This is an optimization exercise on Yosys and OpenROAD, whose aim is small area, not a production implementation. The RTL was checked by simulation tests, not by an equivalence proof against the original design. No driver is modelled on the clock port, so clocking that relies on it looks cheaper here than on a real chip. Power is estimated from default activity; no workload was simulated.

## cpu
module cpu(clk, reset, read_data, mem_addr, mem_cmd, out, N, V, Z, w);
For scale: roughly 170 flip-flops, ~49 I/O pins.
export LEC_CHECK = 0
export ABC_AREA = 1
export CAP_MARGIN = 20
export CORE_MARGIN = 2
export CORE_UTILIZATION = 60
export SLEW_MARGIN = 20
create_clock -name core_clock -period 10.0 [get_ports {clk}]
standard.sh (not shown) runs the stock make flow with config.mk's settings and CLKGATE_MAP_FILE= SYNTH_SCRIPT=/design/flow/synth_recipe.tcl, a recipe that flattens the netlist after the stock synthesis.
==> flow/flow/run.sh <==
#!/bin/bash
# Own layout flow: the standard ORFS flow (standard.sh) with three changes
#  - synthesis maps logic with an area-oriented ABC script (flow/abc.script,
#    which restructures the logic with &deepsyn for 30 s) and
#    leaves adders to ABC instead of the fa/ha cells; the registers are mapped
#    exactly as in the standard synthesis (that step is untouched);
#  - port buffers are sky130_fd_sc_hd__buf_1 (every port still gets one);
#  - CTS builds leaves of at most 13 flip-flops (flow/pre_cts.tcl) with
#    clkbuf_4, inserts no dummy loads, and upsizes to clkbuf_8 the buffers
#    whose clock slew would be high (flow/post_cts.tcl).
# Each tool's output goes to a log file in the work folder.
set -euo pipefail
cd "$(dirname "$0")/.."
W=$PWD
rm -rf "$W/scripts_abc"
cp -r "$FLOW_HOME/scripts" "$W/scripts_abc"
cp "$W/flow/abc.script" "$W/scripts_abc/abc_area.script"
export SCRIPTS_DIR="$W/scripts_abc"
export ADDER_MAP_FILE=
export BUFFER_PORTS_ARGS="-buffer_cell sky130_fd_sc_hd__buf_1"
export CTS_ARGS="-repair_clock_nets -dont_use_dummy_load -buf_list sky130_fd_sc_hd__clkbuf_4"
export PRE_CTS_TCL="$W/flow/pre_cts.tcl"
export POST_CTS_TCL="$W/flow/post_cts.tcl"
bash standard.sh synth > "$W/synth.log" 2>&1
bash standard.sh > "$W/layout.log" 2>&1
==> flow/flow/abc.script <==
strash
scorr
dc2
strash
&get -n
&deepsyn -T 30
&put
dch -f
amap
==> flow/flow/post_cts.tcl <==
# Upsize to clkbuf_8 each clkbuf_4 of the clock tree whose loads see a clock
# slew over 115 ps (placement estimate); the others stay clkbuf_4. Then
# legalize, and lift the fanout limit set for CTS.
estimate_parasitics -placement
set n 0
foreach inst [get_cells *] {
  if {[get_property $inst ref_name] ne "sky130_fd_sc_hd__clkbuf_4"} { continue }
  set out [get_pins -of_objects $inst -filter "direction==output"]
  set w 0
  foreach p [get_pins -of_objects [get_nets -of_objects $out] -filter "direction==input"] {
    set s [get_property $p slew_max]
    if {$s > $w} { set w $s }
  }
  puts "clock buffer [get_property $inst name]: load slew $w"
  if {$w > 0.115} {
    replace_cell $inst sky130_fd_sc_hd__clkbuf_8
    incr n
  }
}
puts "clock buffers upsized: $n"
detailed_placement
set_max_fanout 10000 [current_design]
==> flow/flow/pre_cts.tcl <==
# Leaf clusters of at most 13 flip-flops, so that clkbuf_4 leaves can drive them.
set_max_fanout 13 [current_design]
The baseline passed the timing, DRC and antenna checks.
Rerun with:
==> flow/flow/run.sh (replaced) <==
#!/bin/bash
# Own layout flow: the standard ORFS flow (standard.sh) with three changes
#  - synthesis maps logic with an area-oriented ABC script (flow/abc.script) and
#    leaves adders to ABC instead of the fa/ha cells; the registers are mapped
#    exactly as in the standard synthesis (that step is untouched);
#  - port buffers are sky130_fd_sc_hd__buf_1 (every port still gets one);
#  - CTS uses clkbuf_8 and inserts no dummy loads.
# Each tool's output goes to a log file in the work folder.
set -euo pipefail
cd "$(dirname "$0")/.."
W=$PWD
rm -rf "$W/scripts_abc"
cp -r "$FLOW_HOME/scripts" "$W/scripts_abc"
cp "$W/flow/abc.script" "$W/scripts_abc/abc_area.script"
export SCRIPTS_DIR="$W/scripts_abc"
export ADDER_MAP_FILE=
export BUFFER_PORTS_ARGS="-buffer_cell sky130_fd_sc_hd__buf_1"
export CTS_ARGS="-sink_clustering_enable -repair_clock_nets -dont_use_dummy_load -buf_list sky130_fd_sc_hd__clkbuf_8"
bash standard.sh synth > "$W/synth.log" 2>&1
bash standard.sh > "$W/layout.log" 2>&1
==> flow/flow/abc.script (replaced) <==
strash
&get -n
&fraig -x
&put
scorr
dc2
strash
dch -f
amap
topo
strash
dch -f
amap
removed: flow/flow/post_cts.tcl
removed: flow/flow/pre_cts.tcl
Global-route usage drops by 0.64 points.
First-iteration DRC count climbs by 19%.
Routed wire length drops by 2.0%.
Die area climbs by 0.45%.
Worst setup slack loses 1.2 ns.
Total power climbs by 7.2%.
Clock-buffer cell count stays the same.
Cell area climbs by 1.2%.
Hold slack loses 0.019 ns.
Clock skew is about the same.
Synthesized cell count climbs by 1.7%.

* * *

cpu again, from the RTL that the note above started with.
Settings: LEC_CHECK=0, ABC_AREA=1, CAP_MARGIN=20, CORE_MARGIN=2, CORE_UTILIZATION=60, SLEW_MARGIN=20; clock period 10.0 ns.
==> flow/flow/run.sh <==
#!/bin/bash
# Own layout flow: the standard ORFS flow (standard.sh) with three changes
#  - synthesis maps logic with an area-oriented ABC script (flow/abc.script,
#    which restructures the logic with &deepsyn for 30 s) and
#    leaves adders to ABC instead of the fa/ha cells; the registers are mapped
#    exactly as in the standard synthesis (that step is untouched);
#  - port buffers are sky130_fd_sc_hd__buf_1 (every port still gets one);
#  - CTS builds leaves of at most 13 flip-flops (flow/pre_cts.tcl) with
#    clkbuf_4, inserts no dummy loads, and upsizes to clkbuf_8 the buffers
#    whose clock slew would be high (flow/post_cts.tcl).
# Each tool's output goes to a log file in the work folder.
set -euo pipefail
cd "$(dirname "$0")/.."
W=$PWD
rm -rf "$W/scripts_abc"
cp -r "$FLOW_HOME/scripts" "$W/scripts_abc"
cp "$W/flow/abc.script" "$W/scripts_abc/abc_area.script"
export SCRIPTS_DIR="$W/scripts_abc"
export ADDER_MAP_FILE=
export BUFFER_PORTS_ARGS="-buffer_cell sky130_fd_sc_hd__buf_1"
export CTS_ARGS="-repair_clock_nets -dont_use_dummy_load -buf_list sky130_fd_sc_hd__clkbuf_4"
export PRE_CTS_TCL="$W/flow/pre_cts.tcl"
export POST_CTS_TCL="$W/flow/post_cts.tcl"
bash standard.sh synth > "$W/synth.log" 2>&1
bash standard.sh > "$W/layout.log" 2>&1
==> flow/flow/abc.script <==
strash
scorr
dc2
strash
&get -n
&deepsyn -T 30
&put
dch -f
amap
==> flow/flow/post_cts.tcl <==
# Upsize to clkbuf_8 each clkbuf_4 of the clock tree whose loads see a clock
# slew over 110 ps (placement estimate); the others stay clkbuf_4. Then
# legalize, and lift the fanout limit set for CTS.
estimate_parasitics -placement
set n 0
foreach inst [get_cells *] {
  if {[get_property $inst ref_name] ne "sky130_fd_sc_hd__clkbuf_4"} { continue }
  set out [get_pins -of_objects $inst -filter "direction==output"]
  set w 0
  foreach p [get_pins -of_objects [get_nets -of_objects $out] -filter "direction==input"] {
    set s [get_property $p slew_max]
    if {$s > $w} { set w $s }
  }
  puts "clock buffer [get_property $inst name]: load slew $w"
  if {$w > 0.110} {
    replace_cell $inst sky130_fd_sc_hd__clkbuf_8
    incr n
  }
}
puts "clock buffers upsized: $n"
detailed_placement
set_max_fanout 10000 [current_design]
==> flow/flow/pre_cts.tcl <==
# Leaf clusters of at most 13 flip-flops, so that clkbuf_4 leaves can drive them.
set_max_fanout 13 [current_design]
Next try:
--- a/flow/flow/run.sh
+++ b/flow/flow/run.sh
@@ -1,6 +1,5 @@
 #!/bin/bash
 # Own layout flow: the standard ORFS flow (standard.sh) with three changes
-#  - synthesis maps logic with an area-oriented ABC script (flow/abc.script,
-#    which restructures the logic with &deepsyn for 30 s) and
+#  - synthesis maps logic with an area-oriented ABC script (flow/abc.script) and
 #    leaves adders to ABC instead of the fa/ha cells; the registers are mapped
 #    exactly as in the standard synthesis (that step is untouched);
==> flow/flow/abc.script (replaced) <==
strash
&get -n
&fraig -x
&put
scorr
dc2
strash
dch -f
amap
topo
strash
dch -f
amap
--- a/flow/flow/post_cts.tcl
+++ b/flow/flow/post_cts.tcl
@@ -1,4 +1,4 @@
 # Upsize to clkbuf_8 each clkbuf_4 of the clock tree whose loads see a clock
-# slew over 110 ps (placement estimate); the others stay clkbuf_4. Then
+# slew over 115 ps (placement estimate); the others stay clkbuf_4. Then
 # legalize, and lift the fanout limit set for CTS.
 estimate_parasitics -placement
@@ -13,5 +13,5 @@
   }
   puts "clock buffer [get_property $inst name]: load slew $w"
-  if {$w > 0.110} {
+  if {$w > 0.115} {
     replace_cell $inst sky130_fd_sc_hd__clkbuf_8
     incr n
=> The new run finished with timing, DRC and antenna clean. Final area went down slightly. Count of clock-buffer cells in the layout is unchanged. Register-to-register slack degrades by 0.53 ns. Worst setup slack got worse by 1.2 ns.

## separate check: timing with driven ports
No port has a modelled driver above. Below, the same layouts with a new extraction and two added sets of constraints. Step 1 (the two cells are an assumption about what drives the block):
set clk [get_ports {clk}]
set_driving_cell -lib_cell sky130_fd_sc_hd__clkbuf_16 $clk
set_driving_cell -lib_cell sky130_fd_sc_hd__buf_2 [delete_from_list [all_inputs] $clk]
Step 2 adds t to the input delays and takes it off the output delays; t is the mean of the earliest and latest rising clock arrival at the registers after step 1. Input paths then give back, and output paths get back, about the clock's delay inside the block. a / b / c = ideal ports / drivers / drivers and shift; a / b = the first two.
run	t, ns	setup WS [ns]	hold slack, ns
the first run of note 1	0.445	2.889 / 2.902 / 2.457	0.314 / 0.314 / 0.314
the second run of note 1	0.455	1.650 / 1.647 / 1.193	0.295 / 0.295 / 0.295
the first run of note 2	0.452	2.930 / 2.943 / 2.491	0.292 / 0.292 / 0.292
the second run of note 2	0.427	1.731 / 1.728 / 1.301	0.291 / 0.291 / 0.291
After both steps every run listed still meets setup and hold. For the second run of note 1, which loses most, drivers alone change the setup slack by -0.003 ns; drivers and shift together by -0.457 ns.
